Source: an optimization exercise on an open RTL-to-GDS flow (aim: small area). Production flows keep margins and buffers that such runs may drop. Where RTL was checked, it was by simulation tests only, not by an equivalence proof against the original. Power figures rest on the tool's default switching activity, not on a simulated workload.

==> module unum_adder, before the edit <==
module unum_adder(
	input clk,
	input[31:0] unum1,
	input[31:0] unum2,
	output[31:0] unum_o
);
wire [30:0] m1, m2;
neg31 ng1(.x(unum1[30:0]), .s(unum1[31]), .m(m1));
neg31 ng2(.x(unum2[30:0]), .s(unum2[31]), .m(m2));
wire cmp;
gt31 gt(.a(m1), .b(m2), .gt(cmp));
reg s1_1, s2_1, cmp_1;
reg [30:0] m1_1, m2_1;
always @(posedge clk) begin
	s1_1 <= unum1[31];
	s2_1 <= unum2[31];
	m1_1 <= m1;
	m2_1 <= m2;
	cmp_1 <= cmp;
end
wire [4:0] n1, n2;
lzc32 lz1(.v({m1_1[29:0] ^ {30{m1_1[30]}}, 2'b10}), .n(n1));
lzc32 lz2(.v({m2_1[29:0] ^ {30{m2_1[30]}}, 2'b10}), .n(n2));
wire sL = cmp_1 ? s1_1 : s2_1;
wire sS = cmp_1 ? s2_1 : s1_1;
wire [30:0] mL = cmp_1 ? m1_1 : m2_1;
wire [30:0] mS = cmp_1 ? m2_1 : m1_1;
wire [4:0] nL = cmp_1 ? n1 : n2;
wire [4:0] nS = cmp_1 ? n2 : n1;
wire rL = mL[30], rS = mS[30];
wire [28:0] tL, tS;
shl29 shL(.d(mL[28:0]), .n(nL), .q(tL));
shl29 shS(.d(mS[28:0]), .n(nS), .q(tS));
wire zL = ~rL & (nL == 5'd30);   
wire zS = ~rS & (nS == 5'd30);
reg sL_2, sS_2, inf_2;
reg [8:0] scL_2, scS_2;
reg [25:0] fL_2;
reg [26:0] fS_2;
always @(posedge clk) begin
	sL_2 <= sL;
	sS_2 <= sS;
	inf_2 <= (sL & zL) | (sS & zS);
	scL_2 <= zL ? 9'd232 : {~rL, rL ? nL : ~nL, tL[28:26]};
	scS_2 <= {~rS, rS ? nS : ~nS, tS[28:26]};
	fL_2 <= tL[25:0];
	fS_2 <= {~zS | sS, tS[25:0]};
end
wire [8:0] diff = scL_2 - scS_2;
wire [4:0] d = (inf_2 | (diff[8:5] != 4'd0)) ? 5'd31 : diff[4:0];
wire [28:0] B;
shr29 shB(.d({fS_2, 2'b00}), .n(d), .q(B));
reg sg_3, sub_3;
reg [8:0] sc_3;
reg [25:0] fL_3;
reg [28:0] B_3;
always @(posedge clk) begin
	sg_3 <= sL_2 | inf_2;
	sub_3 <= sL_2 ^ sS_2;
	sc_3 <= inf_2 ? 9'h100 : scL_2;
	fL_3 <= fL_2;
	B_3 <= B;
end
wire [29:0] sum;
addsub29 as(.a({1'b1, fL_3, 2'b00}), .b(B_3), .sub(sub_3), .y(sum));
reg sg_4;
reg [8:0] sc_4;
reg [29:0] sum_4;
always @(posedge clk) begin
	sg_4 <= sg_3;
	sc_4 <= sc_3;
	sum_4 <= sum;
end
wire [4:0] lz;
lzc32 lzN(.v({sum_4, 2'b01}), .n(lz));      
wire nz = ~&lz;
wire [28:0] sh;
shl29 shN(.d(sum_4[28:0]), .n(lz), .q(sh));    
reg sg_5, nz_5;
reg [8:0] e_5;
reg [26:0] f_5;
always @(posedge clk) begin
	sg_5 <= sg_4;
	nz_5 <= nz;
	e_5 <= sc_4 + 9'd1 - {4'd0, lz};
	f_5 <= sh[28:2];
end
wire [31:0] shv = {~e_5[8] & nz_5, e_5[8] & nz_5, e_5[2:0] & {3{nz_5}}, f_5};
wire [4:0] amt = e_5[8] ? ~e_5[7:3] : e_5[7:3];
wire [31:0] pk;
sra32 shP(.d(shv), .n(amt), .q(pk));
reg sg_6, rnd_6;
reg [30:0] r_6;
always @(posedge clk) begin
	sg_6 <= sg_5 & nz_5;
	r_6 <= pk[31:1];
	rnd_6 <= pk[0];
end
wire [30:0] o;
rnd31 rn(.r(r_6), .sg(sg_6), .rnd(rnd_6), .y(o));
reg [31:0] o_7, o_8;
always @(posedge clk) begin
	o_7 <= {sg_6, o};
	o_8 <= o_7;
end
assign unum_o = o_8;
endmodule
export LEC_CHECK = 0
export ABC_AREA = 1
export CAP_MARGIN = 0
export CORE_MARGIN = 2
export CORE_UTILIZATION = 60
export CTS_BUF_LIST = sky130_fd_sc_hd__clkbuf_8 sky130_fd_sc_hd__clkbuf_16
export CTS_CLUSTER_DIAMETER = 100
export CTS_CLUSTER_SIZE = 30
export SLEW_MARGIN = 0
create_clock -name core_clock -period 4.5 [get_ports {clk}]
standard.sh (not shown) runs the stock make flow with config.mk's settings and CLKGATE_MAP_FILE= SYNTH_SCRIPT=/design/flow/synth_recipe.tcl, a recipe that flattens the netlist after the stock synthesis.
==> flow/flow/run.sh <==
#!/bin/bash
# Own layout flow: the standard synthesis, then the combinational logic between the
# standard synthesis's registers is mapped again with ABC (the registers, their names
# and cells are kept): the logic feeding the registers named in AREA_FLOPS with an
# area-only mapper, the rest with a delay-bounded one. Then the standard layout steps.
# Ports are buffered with the smallest buffer.
set -euo pipefail
W=$(pwd)
R=$W/orfs/results/$FLOW_PLATFORM/unum_adder/base
LIB=$FLOW_HOME/platforms/$FLOW_PLATFORM/lib/sky130_fd_sc_hd__tt_025C_1v80.lib
YOSYS=$(dirname $(command -v yosys 2>/dev/null || echo /OpenROAD-flow-scripts/tools/install/yosys/bin/yosys))/yosys
[ -x "$YOSYS" ] || YOSYS=/OpenROAD-flow-scripts/tools/install/yosys/bin/yosys

bash standard.sh synth > $W/log_synth.txt 2>&1

python3 $W/flow/genmodels.py $LIB > $W/cell_models.v 2> $W/log_genmodels.txt
cp $R/1_2_yosys.v $W/standard_synth.v
FIX="topo;stime -c;buffer -c;upsize -c;dnsize -c"
ABC_SCRIPT=${ABC_SCRIPT:-"strash;dch;map -D 2300;$FIX"}
ABC_AREA_SCRIPT=${ABC_AREA_SCRIPT:-"strash;dch;amap -m;$FIX"}
AREA_FLOPS=${AREA_FLOPS:-"sum_4* sg_4* inf_4* sc_4* e_5* f_5* nz_5* sg_5* inf_5* r_6* sg_6* rnd_6* o_7* fL_2* fS_2* scL_2* scS_2* sL_2* sS_2* inf_2* B_3* sg_3* sub_3* inf_3* sc_3* fL_3*"}
echo "$ABC_SCRIPT" | tr ';' '\n' > $W/remap.abc
echo "$ABC_AREA_SCRIPT" | tr ';' '\n' > $W/remap_area.abc
SEL=""
for p in $AREA_FLOPS; do if [ -z "$SEL" ]; then SEL="c:$p"; else SEL="$SEL c:$p %u"; fi; done
DU=""
for c in $(grep -o "sky130_fd_sc_hd__probe\S*\|sky130_fd_sc_hd__lpflow\S*" $FLOW_HOME/platforms/$FLOW_PLATFORM/config.mk | sort -u); do DU="$DU -dont_use $c"; done
cat > $W/remap.ys <<EOT
read_verilog $W/cell_models.v
read_verilog $W/standard_synth.v
hierarchy -top $FLOW_TOP
flatten
opt_clean -purge
simplemap
opt -fast
select -set late $SEL %ci*:-sky130_fd_sc_hd__dfxtp_1[Q,CLK] t:\$_* %i
abc -liberty $LIB $DU -script $W/remap_area.abc @late
select -clear
abc -liberty $LIB $DU -script $W/remap.abc t:\$_*
opt_clean -purge
setundef -zero
splitnets
opt_clean -purge
hilomap -singleton -hicell sky130_fd_sc_hd__conb_1 HI -locell sky130_fd_sc_hd__conb_1 LO
opt_clean -purge
tee -o $W/remap_stat.txt stat -liberty $LIB
write_verilog -noattr -noexpr -nohex -nodec $R/1_2_yosys.v
EOT
$YOSYS -q -l $W/log_remap.txt -s $W/remap.ys > /dev/null 2>&1
rm -f $R/1_synth.odb
export BUFFER_PORTS_ARGS="-buffer_cell sky130_fd_sc_hd__buf_1"
bash standard.sh finish > $W/log_finish.txt 2>&1
Other scripts of this flow, unchanged in this note and not shown: flow/flow/genmodels.py
Rerun with:
--- a/flow/design.v
+++ b/flow/design.v
@@ -46,42 +46,45 @@
 	fL_2 <= tL[25:0];
 	fS_2 <= {~zS | sS, tS[25:0]};
 end
 wire [8:0] diff = scL_2 - scS_2;
-wire [4:0] d = (inf_2 | (diff[8:5] != 4'd0)) ? 5'd31 : diff[4:0];
+wire [4:0] d = (diff[8:5] != 4'd0) ? 5'd31 : diff[4:0];
 wire [28:0] B;
 shr29 shB(.d({fS_2, 2'b00}), .n(d), .q(B));
-reg sg_3, sub_3;
+reg sg_3, sub_3, inf_3;
 reg [8:0] sc_3;
 reg [25:0] fL_3;
 reg [28:0] B_3;
 always @(posedge clk) begin
-	sg_3 <= sL_2 | inf_2;
+	sg_3 <= sL_2;
 	sub_3 <= sL_2 ^ sS_2;
-	sc_3 <= inf_2 ? 9'h100 : scL_2;
+	inf_3 <= inf_2;
+	sc_3 <= scL_2;
 	fL_3 <= fL_2;
 	B_3 <= B;
 end
 wire [29:0] sum;
 addsub29 as(.a({1'b1, fL_3, 2'b00}), .b(B_3), .sub(sub_3), .y(sum));
-reg sg_4;
+reg sg_4, inf_4;
 reg [8:0] sc_4;
 reg [29:0] sum_4;
 always @(posedge clk) begin
 	sg_4 <= sg_3;
+	inf_4 <= inf_3;
 	sc_4 <= sc_3;
 	sum_4 <= sum;
 end
 wire [4:0] lz;
 lzc32 lzN(.v({sum_4, 2'b01}), .n(lz));      
 wire nz = ~&lz;
 wire [28:0] sh;
 shl29 shN(.d(sum_4[28:0]), .n(lz), .q(sh));    
-reg sg_5, nz_5;
+reg sg_5, inf_5, nz_5;
 reg [8:0] e_5;
 reg [26:0] f_5;
 always @(posedge clk) begin
 	sg_5 <= sg_4;
+	inf_5 <= inf_4;
 	nz_5 <= nz;
 	e_5 <= sc_4 + 9'd1 - {4'd0, lz};
 	f_5 <= sh[28:2];
 end
@@ -91,11 +94,11 @@
 sra32 shP(.d(shv), .n(amt), .q(pk));
 reg sg_6, rnd_6;
 reg [30:0] r_6;
 always @(posedge clk) begin
-	sg_6 <= sg_5 & nz_5;
-	r_6 <= pk[31:1];
-	rnd_6 <= pk[0];
+	sg_6 <= (sg_5 & nz_5) | inf_5;
+	r_6 <= inf_5 ? 31'd0 : pk[31:1];
+	rnd_6 <= ~inf_5 & pk[0];
 end
 wire [30:0] o;
 rnd31 rn(.r(r_6), .sg(sg_6), .rnd(rnd_6), .y(o));
 reg [31:0] o_7, o_8;
First-iteration DRC count rises by 3.2%.
Cell count drops by 1.1%.
Routed wire length climbs by 2.0%.
Power goes up by 7.0%.
Hold slack loses 0.0063 ns.
Fmax came out lower by 1.6%.
Sequential cell count increases by 3.
Area after synthesis hardly moves.
Clock power hardly moves.
Synthesized cell count shrinks by 1.2%.
Clock-buffer cell count does not change.
Setup slack got worse by 0.066 ns.
Function not checked in the first run of this note: the RTL went through the layout flow alone.

-- re-timing with driven ports --
The flow's constraints put no driver on any port. The routed layouts listed below were extracted and timed again, unchanged, in two steps.
Step 1 assumes that a clkbuf_16 drives the clock port and a buf_2 every other input.
Step 2, shift: input delay + t, output delay - t, t = (earliest + latest rising clock arrival at the registers) / 2. This alone moves slack from input paths to output paths.
a / b / c = no drivers / after step 1 / after step 2; a / b = the first two.
run	t (ns)	setup WS [ns]	worst setup path at the end	worst slew at a driven data input, ns
the first run	0.565	0.356 / 0.356 / 0.264	input to register	0.04
the second run	0.572	0.290 / 0.290 / 0.190	input to register	0.05
After both steps setup and hold are still met in every run listed. For the second run, which loses most, drivers alone change the setup slack by 0.000 ns; drivers and shift together by -0.100 ns.
